Background: an optimization exercise with open tools, aiming at small area, a short achievable clock period and few clock cycles. Do not read the settings as production practice.
In this exercise RTL edits were held to simulation tests only and were not proved equivalent to the original.
No activity file was given, so power comes from the tool's default toggle rates.

===== flow/config.mk =====
export PLATFORM = sky130hd
export DESIGN_NAME = mult
export DESIGN_NICKNAME = mult
export VERILOG_FILES = /design/flow/design.v
export SDC_FILE = /design/flow/constraint.sdc
export NUM_CORES = 4
export LEC_CHECK = 0
export CAP_MARGIN = 20
export CORE_MARGIN = 2
export CORE_UTILIZATION = 40
export SLEW_MARGIN = 20

===== flow/constraint.sdc =====
create_clock -name core_clock -period 7.0 [get_ports {clock}]
set_input_delay 1.4000 -clock core_clock [delete_from_list [all_inputs] [get_ports {clock}]]
set_output_delay 1.4000 -clock core_clock [all_outputs]
set_load 0.01 [all_outputs]

===== flow/design.v =====
`timescale 1ns/100ps
module mult_stage( input clock, reset, start, nuke, 
		   input [63:0] product_in, mplier_in, mcand_in,
		   output logic done,
		   output logic [63:0] product_out, mplier_out, mcand_out
		  );
	logic [63:0] prod_in_reg, partial_prod_reg;
	logic [63:0] partial_product, next_mplier, next_mcand;
	assign product_out = prod_in_reg + partial_prod_reg;
	assign partial_product = mplier_in[7:0] * mcand_in;
	assign next_mplier = {8'b0,mplier_in[63:8]};
	assign next_mcand = {mcand_in[55:0],8'b0};
	always_ff @(posedge clock) begin
		prod_in_reg      <= product_in;
		partial_prod_reg <= partial_product;
		mplier_out       <= next_mplier;
		mcand_out        <= next_mcand;
	end
	always_ff @(posedge clock) begin
		if(reset)
			done <= 1'b0;
		else if(nuke)
			done <= 1'b0;
		else
			done <= start;
	end
endmodule
`timescale 1ns/100ps
module mult(	input clock, reset, nuke, 
		input [63:0] mcand, mplier,
		input start,
		output [63:0] product,
		output done
	   );
  	logic [63:0] mcand_out, mplier_out;
  	logic [(7*64)-1:0] internal_products, internal_mcands, internal_mpliers;
  	logic [6:0] internal_dones;
	mult_stage mstage [7:0]  (
		.clock(clock),
		.reset(reset),
		.nuke(nuke), 
		.product_in({internal_products,64'h0}),
		.mplier_in({internal_mpliers,mplier}),
		.mcand_in({internal_mcands,mcand}),
		.start({internal_dones,start}),
		.product_out({product,internal_products}),
		.mplier_out({mplier_out,internal_mpliers}),
		.mcand_out({mcand_out,internal_mcands}),
		.done({done,internal_dones})
	);
endmodule

===== flow/run.sh =====
#!/bin/bash
# synth_recipe.tcl (not shown) runs the flow's synth.tcl, then flattens the netlist and writes it again
# the make line also repeats each setting of config.mk as NAME=value (left out here)
make -C /OpenROAD-flow-scripts/flow DESIGN_CONFIG=/design/flow/config.mk WORK_HOME=/design/flow/orfs CLKGATE_MAP_FILE= SYNTH_SCRIPT=/design/flow/synth_recipe.tcl finish

==> qor.yml <==
synth:
  ys_types: 79
  async_flop_share: 0
  ys_ff_latch: 1192
  syn_area_um2: 94170
  synthXorXnorAreaFrac: 0.04929
  syn_avg_cell_area_um2: 9.973
  synth_compound_area_frac: 0.08333
  synth-simple-area-share: 0.1665
  synth_mux_area_frac: 0.0002126
  syn_nets: 11590
  synthAdderAreaFrac: 0.3832
  synth_edf_count: 0
  synth_warnings: 1
  synthCells: 9442
  synth_top_family_by_area: "adder cells"
  synth-main-ff-cell: "dfxtp_1"
  yosysSeqAreaShare: 0.2534
global_route:
  use_met3: 0.02635
  antenna_found_initial: 4
  grt_max_degree: 50
  met1_usage: 0.2511
  top_usage_layer: "met2"
  globalRouteMet2Util: 0.3247
  track_usage: 0.1921
  grt_pass1_vias: 70054
  grt_pass1_wl_um: 368000
  grt.overflow.total: 0
placement:
  gp_congestion: 0.9199
  port_buffers: 196
  pre_cts_slack_ps: -378.4
  hpwlAfterDp_um: 179400
routing:
  viasPerCell: 4.973
  ant_nets: 0
  vias: 64419
  drt_first_pass_iters: 5
  drtIter0Drc: 3235
  wirelength_um: 226100
  wl_per_cell_um: 17.46
  drc: 0
floorplan:
  start_util: 0.4012
  die_area_um2: 239300
  die_w_um: 489.2
  num_rows: 178
  core_area_um2: 234700
  ios: 197
  die_h_um: 489.2
sta:
  post-route-min-period_ps: 6597
  period_share: 0.9424
  rsz0062_at_grt: "no"
  max_slew.worst_pin.slew_ps: 1042
  whs_ps: 307.0
  fmax_mhz: 151.6
  finalMaxSlewViolations: 0
  worst_slack_ps: 402.9
  max-slew-margin-rel: 0.3041
  finalHoldViolCount: 0
  clock_skew_ps: 65.82
  setup_viol_count_final: 0
setup_path:
  cp.buffers_inverters: 5
  critPathKind: "input pin to flip-flop"
  cp-end-kind: "flip-flop"
  crit_chain: "clkdlybuf4s50_1 > buf_12 > and2_1 > fa_1 > fa_1 > fa_1 > inv_1 > fa_1 > inv_1 > ha_1 > a21o_1 > or3_1 > o2111ai_1 > o211ai_1 > a21oi_1 > buf_4 > nor4_1 > o21ai_0 > nand2_1 > a221o_1 > a21boi_0 > xnor2_1"
  worst_setup_path_start_kind: "input pin"
  path_max_fanout: 6
  max_stage_delay_ps: 520
  arrival_ps: 7310
  critPathRequiredTime_ps: 7710
  path_common_cell: "fa_1"
  slowest_stage: "fa_1"
  critPathTopFamily: "adder cells"
finish:
  largest_register_ffs: 448
  fin_util: 0.4496
  area_growth_pct: 12.07
  layout_commonest_cell: "and2_1"
  mostFrequentLayoutCells: "and2_1 (1505), fa_1 (1447), inv_1 (1262)"
  drive_gt1_frac: 0.04907
  final_nets: 11838
job:
  maxCapViolCount: 0
power:
  finalPower_mw: 50.98
  p_leak_nw: 48.63
  p_per_area_nw_per_um2: 483.0
  ir_worst_vdd_mv: 0.3162
outcome:
  status: "timing/DRC/antenna clean"
clock_tree:
  cts_resized: 0
  ctsHoldBuffers: 0
  post_cts_buffers: 0
  clk_pin_slew_worst_paths_ps: 60
  cts-root-buf: "clkbuf_16"
  clock_sink_count: 1192
  clk_latency_ps: 840
  cts_tree: "done"
  numCtsBuffers: 139
  clk_path_buf_depth: 3
  cts_max_level: 4
hold_path:
  hold_path.class: "flip-flop to flip-flop"
worst register-to-register path, cell delays in order, from the launching register on:
cell and delay, ps:
dfxtp_1 560, buf_4 480, and2_1 240, fa_1 460, fa_1 510, fa_1 500
inv_1 60, fa_1 470, inv_1 40, ha_1 360, a21o_1 190, a21o_1 190
a2111oi_0 420, nor3_1 180, o2111ai_1 340, nand2_1 150, o211a_1 310, o22ai_1 340
o21a_1 270, o21ai_0 180, xnor2_1 160
cell type report:
| class | instances | area (um^2) |
|---|---|---|
| fillers | 22223 | 129200 |
| multi-input cells | 6699 | 64270 |
| flip-flops and latches | 1192 | 23870 |
| inverters | 1262 | 4737 |
| well taps | 3150 | 3941 |
| clock buffers | 167 | 3715 |
| repair buffers | 396 | 3578 |
| clock inverters | 87 | 1420 |
| diodes | 1 | 2.502 |
routing by layer:
metal | routed length [um] | up-vias | share of wire
li1 | - | 30031 | -
met4 | 7402 | 2 | 0.033
met3 | 10930 | 384 | 0.048
met1 | 100500 | 32412 | 0.44
met5 | 19 | - | 0.000084
met2 | 107300 | 1590 | 0.47
cells in the mapped netlist, types with 11 or more instances:
cell type,instances,area [um^2]
a211oi_1,35,262.8
a21boi_0,20,150.1
a21o_1,232,1742
a21oi_1,381,1907
a221oi_1,11,96.34
a31oi_1,33,206.5
and2_1,1505,9415
and3_1,28,175.2
and4_1,14,122.6
buf_4,56,420.4
clkbuf_1,232,870.8
dfxtp_1,1192,23860
fa_1,1447,28970
ha_1,569,7119
inv_1,1262,4737
nand2_1,768,2883
nand2b_1,66,412.9
nand3_1,90,450.4
nand4_1,43,269.0
nor2_1,251,942.2
nor2b_1,47,294.0
nor3_1,54,270.3
nor4_1,14,87.58
o211ai_1,19,142.6
o21a_1,67,503.0
o21ai_0,222,1111
o21bai_1,61,457.9
o31ai_1,18,135.1
or2_2,16,100.1
or3_1,13,81.33
xnor2_1,401,3512
xor2_1,129,1130
worst paths after layout:
kind / from / to / slack (ps) / cells after the start
max: mplier[2] / mstage[0].partial_prod_reg[59] / 400 / 22
min: mstage[4].prod_in_reg[16] / mstage[5].prod_in_reg[16] / 310 / 0
max reg2reg: mstage[0].mplier_out[3] / mstage[1].partial_prod_reg[63] / 420 / 20
min reg2reg: mstage[4].prod_in_reg[16] / mstage[5].prod_in_reg[16] / 310 / 0
kinds of logic (layout without fill, tap and decap cells):
logic type               count (synthesis)  after routing
flip-flops                            1192           1192
XOR/XNOR                               530            530
AND/OR/NAND/NOR                       2929           2929
AO/OA/AOI/OAI                         1222           1222
buffers and inverters                 1551           1912
adder cells (fa/ha/maj)               2016           2016
multiplexers                             2              2
other                                    0              1
per-stage QoR:
| stage | cell area (um^2) | setup TNS, ps | cells |
|---|---|---|---|
| 3_5_place_dp | 100400 | -3176 | 12699 |
| 4_1_cts | 105500 | 0 | 12953 |
| 5_1_grt | 105500 | 0 | 12953 |
| 2_1_floorplan | 94170 | 0 | 9442 |
| 3_3_place_gp | 100400 | -2562 | 12699 |
| 6_report | 105500 | 0 | 12954 |
report_power, final:
group	switching, mW	leakage, nW	total [mW]	internal [mW]
registers	1.29	10.1	10.9	9.62
clock network	3.17	2.45	7.89	4.71
logic	17.8	36.1	32.2	14.4
Testbench counts, summed over its fixed seeds: cycles 6,304.

[separate check: timing with driven ports]
In the flow no input, the clock included, has a driving cell. The finished layout below was timed again as built, in two steps.
Step 1 assumes that a clkbuf_16 drives the clock port and a buf_2 every other input.
Step 2 moves the port delays by t, midway between the first and last clock arrival at a register: inputs arrive t later, outputs are due t later. That takes back most of the time a late clock gives input paths.
Three values: no drivers, after step 1, after step 2; two values: the first two.
shift t [ns]: 0.893
setup WS [ns]: 0.403 / 0.419 / -0.471
hold slack, ns: 0.307 / 0.307 / 0.307
clock arrival spread, ns: 0.074 / 0.074
With both steps, setup timing fails in this run, where it was met with ideal ports. For this run, drivers alone change the setup slack by +0.016 ns; drivers and shift together by -0.874 ns.
